Context: an optimization exercise on an open-source flow, tuned for small area, a short achievable clock period and few clock cycles. The choices shown serve that exercise and are no tape-out recipe. At most, simulation tests tie the RTL to the original design; equivalence was not proved.

==> juniper <==
## MandelbrotGen
module MandelbrotGen(
		input Clk_100M,           
		input  [4:0]BTNS,         
		input  SW0,               
		input  SW15,              
		output reg [18:0] addrA,  
		output reg [11:0] dinA,   
		output reg wea            
    );
reg rst_q;        
reg restart;      
reg pan_im;       
reg pan_re;       
reg pan_sub;      
reg zoom;         
reg sw0_q;        
wire raw_restart = SW15 | (|BTNS);
always @(posedge Clk_100M) begin
	rst_q   <= SW15;
	restart <= raw_restart;
	pan_im  <= ~SW15 & (BTNS[0] | BTNS[1]);
	pan_re  <= ~SW15 & ~BTNS[0] & ~BTNS[1] & (BTNS[3] | BTNS[4]);
	pan_sub <= BTNS[0] | (~BTNS[1] & BTNS[3]);
	zoom    <= BTNS[2];
	sw0_q   <= SW0;
end
reg [17:0] shift, re0, im0;    
reg [9:0] xn;                  
reg [8:0] yn;                  
reg col0;                      
reg pix0;                      
reg ipar;                      
reg hpar;                      
reg [17:0] zr1, zi1, cr1, ci1;
reg [7:0] n1;                  
reg v1, d1, t1;                
reg [0:0] xc_q;
reg [17:0] t0_q;
reg [17:0] t1_q;
reg [17:0] u1_q;
reg [17:0] yh1_q;
reg [0:0] yc_q;
reg [17:0] zh0_q;
  ...
export LEC_CHECK = 0
export ABC_AREA = 1
export CAP_MARGIN = 70
export CORE_MARGIN = 2
export CORE_UTILIZATION = 40
export SETUP_SLACK_MARGIN = 5
export SLEW_MARGIN = 70
export SYNTH_HIERARCHICAL = 1
export SYNTH_MINIMUM_KEEP_SIZE = 0
export TNS_END_PERCENT = 0
create_clock -name core_clock -period 11.0 [get_ports {Clk_100M}]
standard.sh (not shown) runs the stock make flow with config.mk's settings and CLKGATE_MAP_FILE= SYNTH_SCRIPT=/design/flow/synth_recipe.tcl, a recipe that flattens the netlist after the stock synthesis.
==> flow/flow/run.sh <==
#!/bin/bash
# Layout flow: the standard synthesis (standard.sh synth), then the
# standard ORFS layout steps (standard.sh's make command) with these changes:
#  - the resizer's timing repair aims for a larger setup slack margin, so that
#    it shortens the critical paths below the clock period;
#  - extra ORFS variables given in EXTRA below.
# Each tool's output goes to a log file in this folder.
set -euo pipefail
MARGIN=7.5
EXTRA='BUFFER_PORTS_ARGS="-buffer_cell sky130_fd_sc_hd__buf_2"'
bash standard.sh synth > synth.log 2>&1
sed -e "s/SETUP_SLACK_MARGIN=[0-9.]*/SETUP_SLACK_MARGIN=$MARGIN/" \
    -e "s|\"\${@:-finish}\"|$EXTRA \"\${@:-finish}\"|" standard.sh > layout.sh
bash layout.sh > layout.log 2>&1
==> zinc (differences from juniper) <==
--- a/flow/flow/run.sh
+++ b/flow/flow/run.sh
@@ -6,7 +6,7 @@
 #  - extra ORFS variables given in EXTRA below.
 # Each tool's output goes to a log file in this folder.
 set -euo pipefail
-MARGIN=7.5
+MARGIN=7.0
 EXTRA='BUFFER_PORTS_ARGS="-buffer_cell sky130_fd_sc_hd__buf_2"'
 bash standard.sh synth > synth.log 2>&1
 sed -e "s/SETUP_SLACK_MARGIN=[0-9.]*/SETUP_SLACK_MARGIN=$MARGIN/" \
Settings changed: CTS_BUF_LIST from default to sky130_fd_sc_hd__clkbuf_8, CTS_CLUSTER_DIAMETER from default to 100, CTS_CLUSTER_SIZE from default to 10.
==> impl_metrics.yaml <==
worst_setup_path:
  r2r_slack_ns: 7.33
cells_and_area:
  seq-cell-share: 0.226
  utilization: 0.468
  final_cell_count_no_fill: 4754
run_status:
  status: "no timing/DRC/antenna violations"
# the run above: juniper

==> impl_metrics.yaml <==
run_status:
  status: "no timing/DRC/antenna violations"
cells_and_area:
  final_cell_count_no_fill: 4661
  seq-cell-share: 0.240
worst_setup_path:
  r2r_slack_ns: 7.01
# the run above: zinc

Testbench counts of juniper, summed over its fixed seeds: cycles 10,830,570.
Testbench counts of zinc, summed over its fixed seeds: cycles 10,830,570.

========
==> v36 <==
MandelbrotGen again, from the RTL that the note above started with.
==> flow/config.mk <==
export PLATFORM = sky130hd
export DESIGN_NAME = MandelbrotGen
export DESIGN_NICKNAME = MandelbrotGen
export VERILOG_FILES = /design/flow/design.v
export SDC_FILE = /design/flow/constraint.sdc
export NUM_CORES = 8
export LEC_CHECK = 0
export ABC_AREA = 1
export CAP_MARGIN = 70
export CORE_MARGIN = 2
export CORE_UTILIZATION = 40
export CTS_BUF_LIST = sky130_fd_sc_hd__clkbuf_8
export CTS_CLUSTER_DIAMETER = 113
export CTS_CLUSTER_SIZE = 14
export SETUP_SLACK_MARGIN = 5
export SLEW_MARGIN = 70
export SYNTH_HIERARCHICAL = 1
export SYNTH_MINIMUM_KEEP_SIZE = 0
export TNS_END_PERCENT = 0
==> flow/constraint.sdc <==
create_clock -name core_clock -period 11.0 [get_ports {Clk_100M}]
set_input_delay 2.2000 -clock core_clock [delete_from_list [all_inputs] [get_ports {Clk_100M}]]
set_output_delay 2.2000 -clock core_clock [all_outputs]
set_load 0.01 [all_outputs]
==> flow/flow/run.sh <==
#!/bin/bash
# Layout flow: the standard synthesis (standard.sh synth), then the
# standard ORFS layout steps (standard.sh's make command) with these changes:
#  - the resizer's timing repair aims for a larger setup slack margin, so that
#    it shortens the critical paths below the clock period;
#  - extra ORFS variables given in EXTRA below.
# Each tool's output goes to a log file in this folder.
set -euo pipefail
MARGIN=7.5
EXTRA='BUFFER_PORTS_ARGS="-buffer_cell sky130_fd_sc_hd__buf_2"'
bash standard.sh synth > synth.log 2>&1
sed -e "s/SETUP_SLACK_MARGIN=[0-9.]*/SETUP_SLACK_MARGIN=$MARGIN/" \
    -e "s|\"\${@:-finish}\"|$EXTRA \"\${@:-finish}\"|" standard.sh > layout.sh
bash layout.sh > layout.log 2>&1
==> v13: changes against v36 <==
--- a/flow/design.v
+++ b/flow/design.v
@@ -37,18 +37,17 @@
 reg [0:0] xc_q;
 reg [17:0] t0_q;
 reg [17:0] t1_q;
 reg [17:0] u1_q;
 reg [17:0] yh1_q;
 reg [0:0] yc_q;
 reg [17:0] zh0_q;
 reg [17:0] zh1_q;
-reg [12:0] zl0_q;
-reg [12:0] zl1_q;
+reg [0:0] zc_q;
 reg [17:0] cr2, ci2;
 reg [7:0] n2;
 reg v2, d2, t2;
 wire [17:0] zr1_n = ~zr1;
 wire p0;
 mnor2 u_p0 (zr1_n[0], zr1_n[2], p0);
 wire p1;
 mnor2 u_p1 (zr1_n[0], zr1_n[3], p1);
@@ -1694,27 +1693,26 @@
 wire p1308, p1309;
 mfa u_p1308 (p1034, p1301, p1306, p1308, p1309);
 wire p1310, p1311;
 mha u_p1310 (p1303, p1308, p1310, p1311);
 wire p1312, p1313;
 mfa u_p1312 (p999, p1018, p1035, p1312, p1313);
 wire p1314, p1315;
 mfa u_p1314 (p1307, p1312, p1309, p1314, p1315);
+wire [13:0] z_lo = {1'b0, {p1095, p1085, p1082, p1072, p1059, p1056, p1050, p1044, p1040, p1037, p876, p856, zi1[1]}} + {1'b0, {p1106, p1094, p1084, p1074, p1066, p1058, p1052, p1046, p1042, p1038, p1036, 1'b0, p855}};
 wire [0:0] xc_w = {x_lo[14]};
 wire [17:0] t0_w = {p834, p832, p830, p828, p826, p824, p822, p820, p818, p816, p814, p812, p810, p808, p806, p804, p802, p800};
 wire [17:0] t1_w = {p833, p831, p829, p827, p825, p823, p821, p819, p817, p815, p813, p811, p809, p807, p805, p803, p801, 1'b0};
 wire [17:0] u1_w = {p852, p851, p850, p849, p848, p847, p846, p845, p844, p843, p842, p841, p840, p839, p838, p837, p836, 1'b1};
 wire [17:0] yh1_w = {p795, p794, p785, p784, p771, p770, p753, p752, p731, p730, p718, p704, p677, p676, p662, p648, p636, p624};
 wire [0:0] yc_w = {y_lo[14]};
 wire [17:0] zh0_w = {p1311, p1310, p1299, p1298, p1283, p1282, p1263, p1262, p1239, p1238, p1211, p1210, p1179, p1163, p1147, p1133, p1119, p1116};
 wire [17:0] zh1_w = {p1314, p1305, p1304, p1291, p1290, p1273, p1272, p1251, p1250, p1225, p1224, p1195, p1194, p1178, p1162, p1146, p1132, p1118};
-wire [12:0] zl0_w = {p1095, p1085, p1082, p1072, p1059, p1056, p1050, p1044, p1040, p1037, p876, p856, zi1[1]};
-wire [12:0] zl1_w = {p1106, p1094, p1084, p1074, p1066, p1058, p1052, p1046, p1042, p1038, p1036, 1'b0, p855};
-wire [13:0] z_lo = {1'b0, zl0_q} + {1'b0, zl1_q};
+wire [0:0] zc_w = {z_lo[13]};
 wire q0, q1;
 mfa u_q0 (t0_q[0], t1_q[0], yh1_q[0], q0, q1);
 wire q2, q3;
 mfa u_q2 (t0_q[1], t1_q[1], yh1_q[1], q2, q3);
 wire q4, q5;
 mfa u_q4 (t0_q[2], t1_q[2], yh1_q[2], q4, q5);
 wire q6, q7;
 mfa u_q6 (t0_q[3], t1_q[3], yh1_q[3], q6, q7);
@@ -1853,17 +1851,17 @@
 wire q140, q141;
 mfa u_q140 (zh0_q[16], zh1_q[16], ci2[16], q140, q141);
 wire q142, q143;
 mfa u_q142 (zh0_q[17], zh1_q[17], ci2[17], q142, q143);
 wire [18:0] s_sum_t = {{q34, q32, q30, q28, q26, q24, q22, q20, q18, q16, q14, q12, q10, q8, q6, q4, q2, q0}, yc_q[0]} + {{q33, q31, q29, q27, q25, q23, q21, q19, q17, q15, q13, q11, q9, q7, q5, q3, q1, xc_q[0]}, yc_q[0]};
 wire [17:0] s_sum = s_sum_t[18:1];
 wire [18:0] nzr_t = {{q106, q104, q102, q100, q98, q96, q94, q92, q90, q88, q86, q84, q82, q80, q78, q76, q74, q72}, 1'b0} + {{q105, q103, q101, q99, q97, q95, q93, q91, q89, q87, q85, q83, q81, q79, q77, q75, q73, ~yc_q[0]}, 1'b0};
 wire [17:0] nzr = nzr_t[18:1];
-wire [18:0] nzi_t = {{q142, q140, q138, q136, q134, q132, q130, q128, q126, q124, q122, q120, q118, q116, q114, q112, q110, q108}, 1'b0} + {{q141, q139, q137, q135, q133, q131, q129, q127, q125, q123, q121, q119, q117, q115, q113, q111, q109, z_lo[13]}, 1'b0};
+wire [18:0] nzi_t = {{q142, q140, q138, q136, q134, q132, q130, q128, q126, q124, q122, q120, q118, q116, q114, q112, q110, q108}, 1'b0} + {{q141, q139, q137, q135, q133, q131, q129, q127, q125, q123, q121, q119, q117, q115, q113, q111, q109, zc_q[0]}, 1'b0};
 wire [17:0] nzi = nzi_t[18:1];
 wire esc_s  = (s_sum >= 18'd65505) & (s_sum <= 18'd131039);
 wire stop   = esc_s | (n2 == 8'd149);
 wire retire = v2 & d2 & (t2 == hpar) & ~restart;
 wire take   = (~v2 | retire) & ~restart;
 wire pan = pan_im | pan_re;
 wire [17:0] add_a = pan_im ? im0 : pan_re ? re0 : col0 ? ci1 : cr1;
 wire [17:0] add_b = pan ? {shift[12:0], 5'b0} : shift;
@@ -1899,18 +1897,17 @@
 	xc_q <= xc_w;
 	t0_q <= t0_w;
 	t1_q <= t1_w;
 	u1_q <= u1_w;
 	yh1_q <= yh1_w;
 	yc_q <= yc_w;
 	zh0_q <= zh0_w;
 	zh1_q <= zh1_w;
-	zl0_q <= zl0_w;
-	zl1_q <= zl1_w;
+	zc_q <= zc_w;
 	cr2 <= cr1; ci2 <= ci1; n2 <= n1; d2 <= d1; t2 <= t1;
 	v2 <= v1 & ~restart;
 	zr1 <= zr_nx;
 	zi1 <= zi_nx;
 		if (take) begin
 		cr1 <= crn; ci1 <= cin;
 		n1 <= 8'd0; d1 <= 1'b0; t1 <= ipar;
 	end else begin
--- a/flow/config.mk
+++ b/flow/config.mk
@@ -5,15 +5,15 @@
 export SDC_FILE = /design/flow/constraint.sdc
 export NUM_CORES = 8
 export LEC_CHECK = 0
 export ABC_AREA = 1
 export CAP_MARGIN = 70
 export CORE_MARGIN = 2
 export CORE_UTILIZATION = 40
 export CTS_BUF_LIST = sky130_fd_sc_hd__clkbuf_8
-export CTS_CLUSTER_DIAMETER = 113
-export CTS_CLUSTER_SIZE = 14
+export CTS_CLUSTER_DIAMETER = 100
+export CTS_CLUSTER_SIZE = 10
 export SETUP_SLACK_MARGIN = 5
 export SLEW_MARGIN = 70
 export SYNTH_HIERARCHICAL = 1
 export SYNTH_MINIMUM_KEEP_SIZE = 0
 export TNS_END_PERCENT = 0
==> flow_metrics.env <==
export IMPL_status="complete, no violations"
export IMPL_instances_no_fill=4588
export IMPL_dp_cells=4450
export IMPL_min_to="n2[6]"
export IMPL_n_fill_cell=7467
export IMPL_grtUsageMet3=0.0510
export IMPL_drive_above_1_share=0.105
export IMPL_synth_commonest_cells="nand2_1 (600), nor2_1 (457), fa_1 (418), dfxtp_1 (298), inv_1 (297)"
export IMPL_first_global_vias=25553
export IMPL_grt_max_degree=59
export IMPL_use_met2=0.362
(the above is from v13)
==> flow_metrics.env <==
export IMPL_grtUsageMet3=0.0503
export IMPL_drive_above_1_share=0.143
export IMPL_grt_max_degree=56
export IMPL_status="complete, no violations"
export IMPL_min_to="cr2[9]"
export IMPL_synth_commonest_cells="nand2_1 (614), nor2_1 (470), fa_1 (418), dfxtp_1 (322), inv_1 (317)"
(the above is from v36)
Testbench counts of v36, summed over its fixed seeds: cycles 10,830,570.
Only the layout flow was run in v13; the RTL was not checked for function there.

-- static timing again, ports no longer ideal --
The results above use ideal ports. As a check the final layouts listed here were re-extracted and re-timed, cells and wires unchanged.
Step 1 sets driving cells, clkbuf_16 on the clock port and buf_2 on the other inputs (assumed; they add their load-dependent delay and slew).
Step 2, shift: input delay + t, output delay - t, t = (earliest + latest rising clock arrival at the registers) / 2. This alone moves slack from input paths to output paths.
a / b / c = ideal ports / drivers / drivers and shift; a / b = the first two.
run	t (ns)	slack for setup (ns)	worst setup path after step 2	cell pins on the clock port's net
juniper	0.666	7.327 / 7.327 / 7.327	register to register	1
zinc	0.737	7.008 / 7.008 / 7.008	register to register	1
v36	0.691	7.339 / 7.339 / 7.339	register to register	1
v13	0.692	6.916 / 6.916 / 6.916	register to register	1
After both steps every run listed still meets setup and hold.
